This is an optimization exercise on Yosys and OpenROAD, whose aim is small area, a short achievable clock period and few clock cycles, not a production implementation.
At most, simulation tests tie the RTL to the original design; equivalence was not proved.
Power is estimated from default activity; no workload was simulated.

## alpha
==> module day3_part2_top, before the edit <==
module day3_part2_top( clk, rst, rom_addr, rom_data, sum, done );
    input clk;
    input rst;
    output [13:0] rom_addr;
    input [7:0] rom_data;
    output [31:0] sum;
    output done;
    reg [13:0] addr;
    reg        pz;          
    reg [1:0]  line;        
    reg [52:1] seen1;
    reg [52:1] seen2;
    reg        keep1a;      
    reg        keep1b;      
    reg        keep2a;      
    reg        keep2b;      
    reg [5:0]  badge;
    reg        add;         
    reg [5:0]  sum_lo;
    reg        carry;
    reg [11:0] sum_hi;
    reg        fin;         
    reg        int_done;
    wire [5:0] v = rom_data[5:0];
    wire zero = (v == 6'd0);
    wire eol = zero & ~pz;                        
    wire last = eol & (line == 2'd2);             
    wire [63:0] onehot = 64'd1 << v;
    wire [52:1] hit = onehot[52:1];
    wire [52:1] keep1 = {{26{keep1b}}, {26{keep1a}}};
    wire [52:1] keep2 = {{26{keep2b}}, {26{keep2a}}};
    reg [5:0] enc;
    integer i;
    always @(*) begin
        enc = 6'd0;
        for (i = 1; i <= 52; i = i + 1)
            if (seen1[i]) enc = enc | i[5:0];
    end
    assign rom_addr = addr;
    assign sum = {14'd0, sum_hi, sum_lo};
    assign done = int_done;
    always @(posedge clk) begin
        addr <= rst ? 14'd0 : addr + 14'd1;
        pz <= zero;
        if (rst)
            line <= 2'd0;
        else if (eol)
            line <= last ? 2'd0 : line + 2'd1;
        keep1a <= ~rst & ~(eol & (line != 2'd0));
        keep1b <= ~rst & ~(eol & line[0]) & ~last;
        keep2a <= ~rst & ~last;
        keep2b <= ~rst & ~(eol & ~line[0]);
        seen1 <= (seen1 & keep1)
               | (hit & (line == 2'd0 ? {52{1'b1}} : line == 2'd2 ? seen2 : 52'd0));
        seen2 <= (seen2 & keep2) | (hit & (line == 2'd1 ? seen1 : 52'd0));
        badge <= enc;
        add <= ~rst & last & ~int_done;
        if (rst) begin
            sum_lo <= 6'd0;
            carry <= 1'b0;
            sum_hi <= 12'd0;
        end else begin
            if (add)
                {carry, sum_lo} <= {1'b0, sum_lo} + {1'b0, badge};
            else
                carry <= 1'b0;
            sum_hi <= sum_hi + {11'd0, carry};
        end
        fin <= ~rst & zero & pz;
        int_done <= ~rst & (int_done | fin);
    end
endmodule
clock: 4.0 ns
lec_check: 0
abc_clock_period_in_ps: 1800
cap_margin: 20
core_margin: 2
core_utilization: 40
cts_buf_list: sky130_fd_sc_hd__clkbuf_8
cts_cluster_diameter: 60
cts_cluster_size: 30
setup_slack_margin: 2.2
slew_margin: 20
run.sh (not shown) runs the stock make flow with config.mk's settings and CLKGATE_MAP_FILE= SYNTH_SCRIPT=/design/flow/synth_recipe.tcl, a recipe that flattens the netlist after the stock synthesis.
--- input diff alpha..beta ---
diff --git a/flow/design.v b/flow/design.v
--- a/flow/design.v
+++ b/flow/design.v
@@ -10,12 +10,10 @@
     reg        pz;          
     reg [1:0]  line;        
     reg [52:1] seen1;
     reg [52:1] seen2;
-    reg        keep1a;      
-    reg        keep1b;      
-    reg        keep2a;      
-    reg        keep2b;      
+    reg        clr1;        
+    reg        clr2;        
     reg [5:0]  badge;
     reg        add;         
     reg [5:0]  sum_lo;
     reg        carry;
@@ -27,10 +25,8 @@
     wire eol = zero & ~pz;                        
     wire last = eol & (line == 2'd2);             
     wire [63:0] onehot = 64'd1 << v;
     wire [52:1] hit = onehot[52:1];
-    wire [52:1] keep1 = {{26{keep1b}}, {26{keep1a}}};
-    wire [52:1] keep2 = {{26{keep2b}}, {26{keep2a}}};
     reg [5:0] enc;
     integer i;
     always @(*) begin
         enc = 6'd0;
@@ -46,15 +42,13 @@
         if (rst)
             line <= 2'd0;
         else if (eol)
             line <= last ? 2'd0 : line + 2'd1;
-        keep1a <= ~rst & ~(eol & (line != 2'd0));
-        keep1b <= ~rst & ~(eol & line[0]) & ~last;
-        keep2a <= ~rst & ~last;
-        keep2b <= ~rst & ~(eol & ~line[0]);
-        seen1 <= (seen1 & keep1)
+        clr1 <= rst | (eol & (line != 2'd0));
+        clr2 <= rst | last;
+        seen1 <= (clr1 ? 52'd0 : seen1)
                | (hit & (line == 2'd0 ? {52{1'b1}} : line == 2'd2 ? seen2 : 52'd0));
-        seen2 <= (seen2 & keep2) | (hit & (line == 2'd1 ? seen1 : 52'd0));
+        seen2 <= (clr2 ? 52'd0 : seen2) | (hit & (line == 2'd1 ? seen1 : 52'd0));
         badge <= enc;
         add <= ~rst & last & ~int_done;
         if (rst) begin
             sum_lo <= 6'd0;
==> notes.md <==
| area growth from synthesis to final layout | beta vs alpha | 1.8 points lower |. There was hardly any difference in clock latency reported for the late side of the worst-skew pair between alpha and beta. beta ends up with a fraction of power consumed by combinational cells that is 1.5 points higher than in alpha. Lower slew of the pin with the lowest slew margin among alpha and beta: beta. Overall track demand over capacity in global routing delta (alpha -> beta): insignificant. The combinational family with the most area after synthesis comes out simple AND/OR/NAND/NOR gates in one run and compound AO/OA/AOI/OAI gates in the other, namely in alpha and beta respectively. Of alpha and beta, the run reporting the higher routing usage on met2 was alpha. beta vs. alpha: area of the multi-input gates lost about 7.5%; total power lost 7.5%. The fraction of power consumed by the clock network of beta is lower than that of alpha. Compared with alpha, beta ends up with less cell area. Internal reg-to-reg setup slack delta (beta -> alpha): insignificant. On final period utilization, alpha and beta are neck and neck. Row total met2 wirelength after detailed routing: beta lower / alpha higher.
Testbench counts of beta, summed over its fixed seeds: cycles 164,523.
Only the layout flow was run in alpha; the RTL was not checked for function there.

---

## 02-26
The RTL this note starts from:
==> flow/design.v <==
`timescale 1ns / 1ps
module day3_part2_top( clk, rst, rom_addr, rom_data, sum, done );
    input clk;
    input rst;
    output [13:0] rom_addr;
    input [7:0] rom_data;
    output [31:0] sum;
    output done;
    reg [13:0] addr;
    reg [5:0]  d;           
    reg        pz;          
    reg [1:0]  line;        
    reg [52:1] seen1;
    reg [52:1] seen2;
    reg        keep1a;      
    reg        keep1b;      
    reg        keep2a;      
    reg        keep2b;      
    reg [5:0]  badge;
    reg        add;         
    reg [5:0]  sum_lo;
    reg        carry;
    reg [11:0] sum_hi;
    reg        fin;         
    reg        int_done;
    wire zero = (d == 6'd0);
    wire eol = zero & ~pz;                        
    wire last = eol & (line == 2'd2);             
    wire [63:0] onehot = 64'd1 << d;
    wire [52:1] hit = onehot[52:1];
    wire [52:1] keep1 = {{26{keep1b}}, {26{keep1a}}};
    wire [52:1] keep2 = {{26{keep2b}}, {26{keep2a}}};
    reg [5:0] enc;
    integer i;
    always @(*) begin
        enc = 6'd0;
        for (i = 1; i <= 52; i = i + 1)
            if (seen1[i]) enc = enc | i[5:0];
    end
    assign rom_addr = addr;
    assign sum = {14'd0, sum_hi, sum_lo};
    assign done = int_done;
    always @(posedge clk) begin
        addr <= rst ? 14'd0 : addr + 14'd1;
        d <= rst ? 6'd63 : rom_data[5:0];
        pz <= zero;
        if (rst)
            line <= 2'd0;
        else if (eol)
            line <= last ? 2'd0 : line + 2'd1;
        keep1a <= ~rst & ~(eol & (line != 2'd0));
        keep1b <= ~rst & ~(eol & line[0]) & ~last;
        keep2a <= ~rst & ~last;
        keep2b <= ~rst & ~(eol & ~line[0]);
        seen1 <= (seen1 & keep1)
               | (hit & (line == 2'd0 ? {52{1'b1}} : line == 2'd2 ? seen2 : 52'd0));
        seen2 <= (seen2 & keep2) | (hit & (line == 2'd1 ? seen1 : 52'd0));
        badge <= enc;
        add <= ~rst & last & ~int_done;
        if (rst) begin
            sum_lo <= 6'd0;
            carry <= 1'b0;
            sum_hi <= 12'd0;
        end else begin
            if (add)
                {carry, sum_lo} <= {1'b0, sum_lo} + {1'b0, badge};
            else
                carry <= 1'b0;
            sum_hi <= sum_hi + {11'd0, carry};
        end
        fin <= ~rst & zero & pz;
        int_done <= ~rst & (int_done | fin);
    end
endmodule
clock: 4.0 ns
lec_check: 0
abc_clock_period_in_ps: 1800
cap_margin: 20
core_margin: 2
core_utilization: 40
cts_buf_list: sky130_fd_sc_hd__clkbuf_8
cts_cluster_diameter: 60
cts_cluster_size: 30
setup_slack_margin: 2.2
slew_margin: 20
[inputs] 04-18 vs 02-26
==> flow/design.v <==
`timescale 1ns / 1ps
module day3_part2_top( clk, rst, rom_addr, rom_data, sum, done );
    input clk;
    input rst;
    output [13:0] rom_addr;
    input [7:0] rom_data;
    output [31:0] sum;
    output done;
    reg [13:0] addr;
    reg [5:0]  d;           
    reg        pz;          
    reg [1:0]  line;        
    reg [52:1] seen1;
    reg [52:1] seen2;
    reg        keep1a;      
    reg        keep1b;      
    reg        keep2a;      
    reg        keep2b;      
    reg        got;         
    reg [5:0]  sum_lo;
    reg        carry;
    reg [11:0] sum_hi;
    reg        int_done;
    wire zero = (d == 6'd0);
    wire eol = zero & ~pz;                        
    wire last = eol & (line == 2'd2);             
    wire [63:0] onehot = 64'd1 << d;
    wire [52:1] hit = onehot[52:1];
    wire [52:1] keep1 = {{26{keep1b}}, {26{keep1a}}};
    wire [52:1] keep2 = {{26{keep2b}}, {26{keep2a}}};
    wire found = (line == 2'd2) & (|(hit & seen2)) & ~got & ~int_done;
    assign rom_addr = addr;
    assign sum = {14'd0, sum_hi, sum_lo};
    assign done = int_done;
    always @(posedge clk) begin
        addr <= rst ? 14'd0 : addr + 14'd1;
        d <= rst ? 6'd63 : rom_data[5:0];
        pz <= zero;
        if (rst)
            line <= 2'd0;
        else if (eol)
            line <= last ? 2'd0 : line + 2'd1;
        keep1a <= ~rst & ~(eol & (line == 2'd1));
        keep1b <= ~rst & ~(eol & line[0]);
        keep2a <= ~rst & ~(eol & (line == 2'd0));
        keep2b <= ~rst & ~(eol & ~line[0]);
        seen1 <= (seen1 & keep1) | (hit & {52{line == 2'd0}});
        seen2 <= (seen2 & keep2) | (hit & seen1 & {52{line == 2'd1}});
        got <= ~rst & ~last & (got | found);
        if (rst) begin
            sum_lo <= 6'd0;
            carry <= 1'b0;
            sum_hi <= 12'd0;
        end else begin
            if (found)
                {carry, sum_lo} <= {1'b0, sum_lo} + {1'b0, d};
            else
                carry <= 1'b0;
            sum_hi <= sum_hi + {11'd0, carry};
        end
        int_done <= ~rst & (int_done | (zero & pz));
    end
endmodule
==> notes.md <==
The flow did not stop early for 04-18: all stages ran, and the layout cleared the timing, design-rule and antenna checks. 04-18 — setup slack of the most critical reg-to-reg path 0.35 ns lower, 02-26 as reference. Going from 02-26 to 04-18, core utilization climbed 4.1 points; flip-flop and latch share of the layout cell area decreased 5.1 points. 02-26 leaves more setup margin than 04-18. Going from 02-26 to 04-18, register bit total from synthesis shrinks by 7.
No functional check of the RTL was part of any run of this note.

static timing again, ports no longer ideal:
The flow's constraints put no driver on any port. The routed layouts listed below were extracted and timed again, unchanged, in two steps. Step 1 sets driving cells, clkbuf_16 on the clock port and buf_2 on the other inputs (assumed; they add their load-dependent delay and slew). Step 2 times the ports against the registers' clock, not the clock port: input delays grow and output delays shrink by t, the midpoint of the rising clock arrivals with the driver on. Slacks: ideal / step 1 / step 2; pairs: ideal / step 1.
| run | shift t [ns] | setup slack, ns | worst hold slack (ns) | worst slew at a driven data input, ns |
|---|---|---|---|---|
| alpha | 0.491 | 2.239 / 2.219 / 1.747 | 0.457 / 0.457 / 0.457 | 0.05 |
| beta | 0.486 | 2.244 / 2.219 / 1.762 | 0.441 / 0.441 / 0.441 | 0.04 |
| 02-26 | 0.491 | 2.145 / 2.145 / 1.804 | 0.449 / 0.449 / 0.449 | 0.05 |
| 04-18 | 0.493 | 1.795 / 1.795 / 1.795 | 0.450 / 0.450 / 0.450 | 0.03 |
After both steps every run listed still meets setup and hold. For alpha, which loses most, drivers alone change the setup slack by -0.020 ns; drivers and shift together by -0.492 ns.
